From an optimization exercise on the open Yosys and OpenROAD flow, aimed at small area; shortcuts taken in it are not production practice. Where RTL was checked, it was by simulation tests only, not by an equivalence proof against the original. Power and IR drop assume default switching activity.

run A:
Design UART, start of the top module:
module UART(
input clk,
input rst,
input start,
input [7:0] txin,
output tx,
input rx,
output [7:0] rxout,
output rxdone, txdone
    );
Settings: LEC_CHECK=0, CAP_MARGIN=20, CORE_MARGIN=2, CORE_UTILIZATION=40, SLEW_MARGIN=20; clock period 10.0 ns.
standard.sh (not shown) runs the stock make flow with config.mk's settings and CLKGATE_MAP_FILE= SYNTH_SCRIPT=/design/flow/synth_recipe.tcl, a recipe that flattens the netlist after the stock synthesis.
==> flow/flow/run.sh <==
#!/bin/bash
# Standard ORFS layout, with minimum-size port buffers and a small clock tree.
set -euo pipefail
cd "$(dirname "$0")/.."
bash standard.sh \
  "BUFFER_PORTS_ARGS=-buffer_cell sky130_fd_sc_hd__buf_1" \
  "CTS_ARGS=-sink_clustering_enable -repair_clock_nets -buf_list sky130_fd_sc_hd__clkbuf_4 -dont_use_dummy_load" \
  finish > standard.log 2>&1
Run A has completed all stages; timing, DRC and antenna checks passed.
The inputs of run B differ from those of run A as listed below.
==> flow/run.sh (new file) <==
#!/bin/bash
# synth_recipe.tcl (not shown) runs the flow's synth.tcl, then flattens the netlist and writes it again
# the make line also repeats each setting of config.mk as NAME=value (left out here)
make -C /OpenROAD-flow-scripts/flow DESIGN_CONFIG=/design/flow/config.mk WORK_HOME=/design/flow/orfs CLKGATE_MAP_FILE= SYNTH_SCRIPT=/design/flow/synth_recipe.tcl finish
removed: flow/flow/run.sh
removed: flow/standard.sh
==> comparison <==
- Of run A and run B, the run reporting the lower cell area was run A.
- Run B vs run A: number of fillers in the final layout down by a few percent
- Looking at internal power of the cells across both flows, run B is the weaker of the two, with run A ahead.
- Min latest clock arrival within the worst-skew pair across run A and run B: run B
- The first-iteration DRC count of run B is lower than that of run A.
- As far as synthesized cell count goes, run A and run B are indistinguishable; the numbers are identical.
- Compared with run A, run B shows a higher power.
- Going from run A to run B, wire length grows by 5.6%.
- Re diode insertion count for antenna repair: no difference whatsoever between run B and run A.
- | highest clock frequency the design can meet | run B vs run A | about 8% lower |
Input-level comparison between run C and run B:
==> flow/flow/run.sh (new file) <==
#!/bin/bash
# Standard ORFS layout, with minimum-size port buffers and a small clock tree.
set -euo pipefail
cd "$(dirname "$0")/.."
bash standard.sh \
  "BUFFER_PORTS_ARGS=-buffer_cell sky130_fd_sc_hd__buf_1" \
  "CTS_ARGS=-sink_clustering_enable -repair_clock_nets -buf_list sky130_fd_sc_hd__clkbuf_8 -sink_clustering_size 32 -sink_clustering_max_diameter 200 -dont_use_dummy_load" \
  finish > standard.log 2>&1
==> flow/standard.sh (new file) <==
#!/bin/bash
# synth_recipe.tcl (not shown) runs the flow's synth.tcl, then flattens the netlist and writes it again
# the make line also repeats each setting of config.mk as NAME=value (left out here)
make -C /OpenROAD-flow-scripts/flow DESIGN_CONFIG=/design/flow/config.mk WORK_HOME=/design/flow/orfs CLKGATE_MAP_FILE= SYNTH_SCRIPT=/design/flow/synth_recipe.tcl "${@:-finish}"
removed: flow/run.sh
## What came out
- Summary of run C over run B: number of vias in the routed layout saw a decrease, total area of sequential cells shows no meaningful change, relative contribution of the clock network to total power lower.
- Side by side, layout buffering overhead excluding clock cells turned out lower in run C than in run B.
- As of run C, wire length reported by the detailed router had fallen by a few percent compared to run B.
- met1 demand-to-capacity share in global routing on run C is down relative to run B.
- When the final numbers for run C and run B were put side by side, the routed via count divided by cell count turned out to be greater in run B.
- Per the comparison of run C with run B, setup slack after placement up 380 ps; global routing usage summed across all routing layers down 0.55 points; combinational share of power up 0.2 points; layout clock buffer count down 3.
Here is what was changed in the inputs of run D compared with run C.
==> flow/flow/run.sh <==
#!/bin/bash
# Standard ORFS layout, with minimum-size port buffers and a small clock tree.
set -euo pipefail
cd "$(dirname "$0")/.."
bash standard.sh \
  "BUFFER_PORTS_ARGS=-buffer_cell sky130_fd_sc_hd__buf_1" \
  "CTS_ARGS=-sink_clustering_enable -repair_clock_nets -buf_list sky130_fd_sc_hd__clkbuf_4 -sink_clustering_size 16 -sink_clustering_max_diameter 100 -dont_use_dummy_load" \
  finish > standard.log 2>&1
## What came out
Per the comparison of run D with run C, detailed-routed wire length on met3 higher; post-route antenna net violation count was more or less identical; cell area saw a decrease; largest voltage drop on the vdd net fell 0.013 mV; leakage dissipation shows a reduction of 1.8%.
Run D -> run C: initial antenna violation count delta 0, exact match
The total power draw in run D sits 7.5% below the value recorded for run C.
On run D: worst setup slack is 57 ps lower than what run C gave.
Higher routed wire length on met2 goes to run C over run D.
Number of global-route vias before repair for run D is lower than for run C.

* * *

v6:
UART, a different RTL version from the one above (not shown whole).
For scale: ~230 cells after synthesis, roughly 23 I/O pins.
export LEC_CHECK = 0
export ABC_AREA = 1
export CAP_MARGIN = 20
export CORE_MARGIN = 2
export CORE_UTILIZATION = 40
export SLEW_MARGIN = 20
create_clock -name core_clock -period 10.0 [get_ports {clk}]
run.sh (not shown) runs the stock make flow with config.mk's settings and CLKGATE_MAP_FILE= SYNTH_SCRIPT=/design/flow/synth_recipe.tcl, a recipe that flattens the netlist after the stock synthesis.
Stock flow here: none of the scripts above is used.
--- input diff v6..v7 ---
- a deleted ABC_AREA that had been 1
[summary]
- In the metrics for v6 and v7, the one carrying the higher estimated wirelength of the detail-placed design is v6.
- Compared with v6, v7 shows a lower clock power.
- v7 gives less routed wire length than v6 did.
- [compare] base=v6 new=v7: switching fraction of total power went down 3.8 points; number of clock buffers in the layout now larger; shortest clock period the worst path allows after layout +0.27 ns; highest clock frequency the design can meet dropped 0.016 GHz; portion of total power attributed to combinational logic -5.5 points.
- Clock network fraction of design power was higher in v6 than in v7.
- Comparing v6 and v7, sum of met3 wire segment lengths after detailed routing is higher on v7.
Function was not checked in any run of this note: the RTL went through the layout flow alone.

re-timing with driven ports:
No port has a modelled driver above. Below, the same layouts with a new extraction and two added sets of constraints. Step 1, drivers: a clkbuf_16 drives clk and a buf_2 each remaining input, both assumed. Step 2 moves the port delays by t, midway between the first and last clock arrival at a register: inputs arrive t later, outputs are due t later. That takes back most of the time a late clock gives input paths. Slacks: no drivers / after step 1 / after step 2; pairs: no drivers / after step 1.
run | t, ns | setup slack, ns | hold WS [ns] | worst setup path after step 2
run A | 0.338 | 6.182 / 6.158 / 6.496 | 0.504 / 0.504 / 0.504 | register to output
run B | 0.301 | 5.854 / 5.828 / 6.129 | 0.509 / 0.509 / 0.509 | register to output
run C | 0.301 | 6.238 / 6.213 / 6.514 | 0.500 / 0.500 / 0.500 | register to output
run D | 0.338 | 6.182 / 6.158 / 6.496 | 0.504 / 0.504 / 0.504 | register to output
v6 | 0.310 | 6.029 / 6.001 / 6.311 | 0.444 / 0.444 / 0.444 | register to output
v7 | 0.309 | 5.757 / 5.731 / 6.040 | 0.495 / 0.495 / 0.495 | register to output
After both steps setup and hold are still met in every run listed.
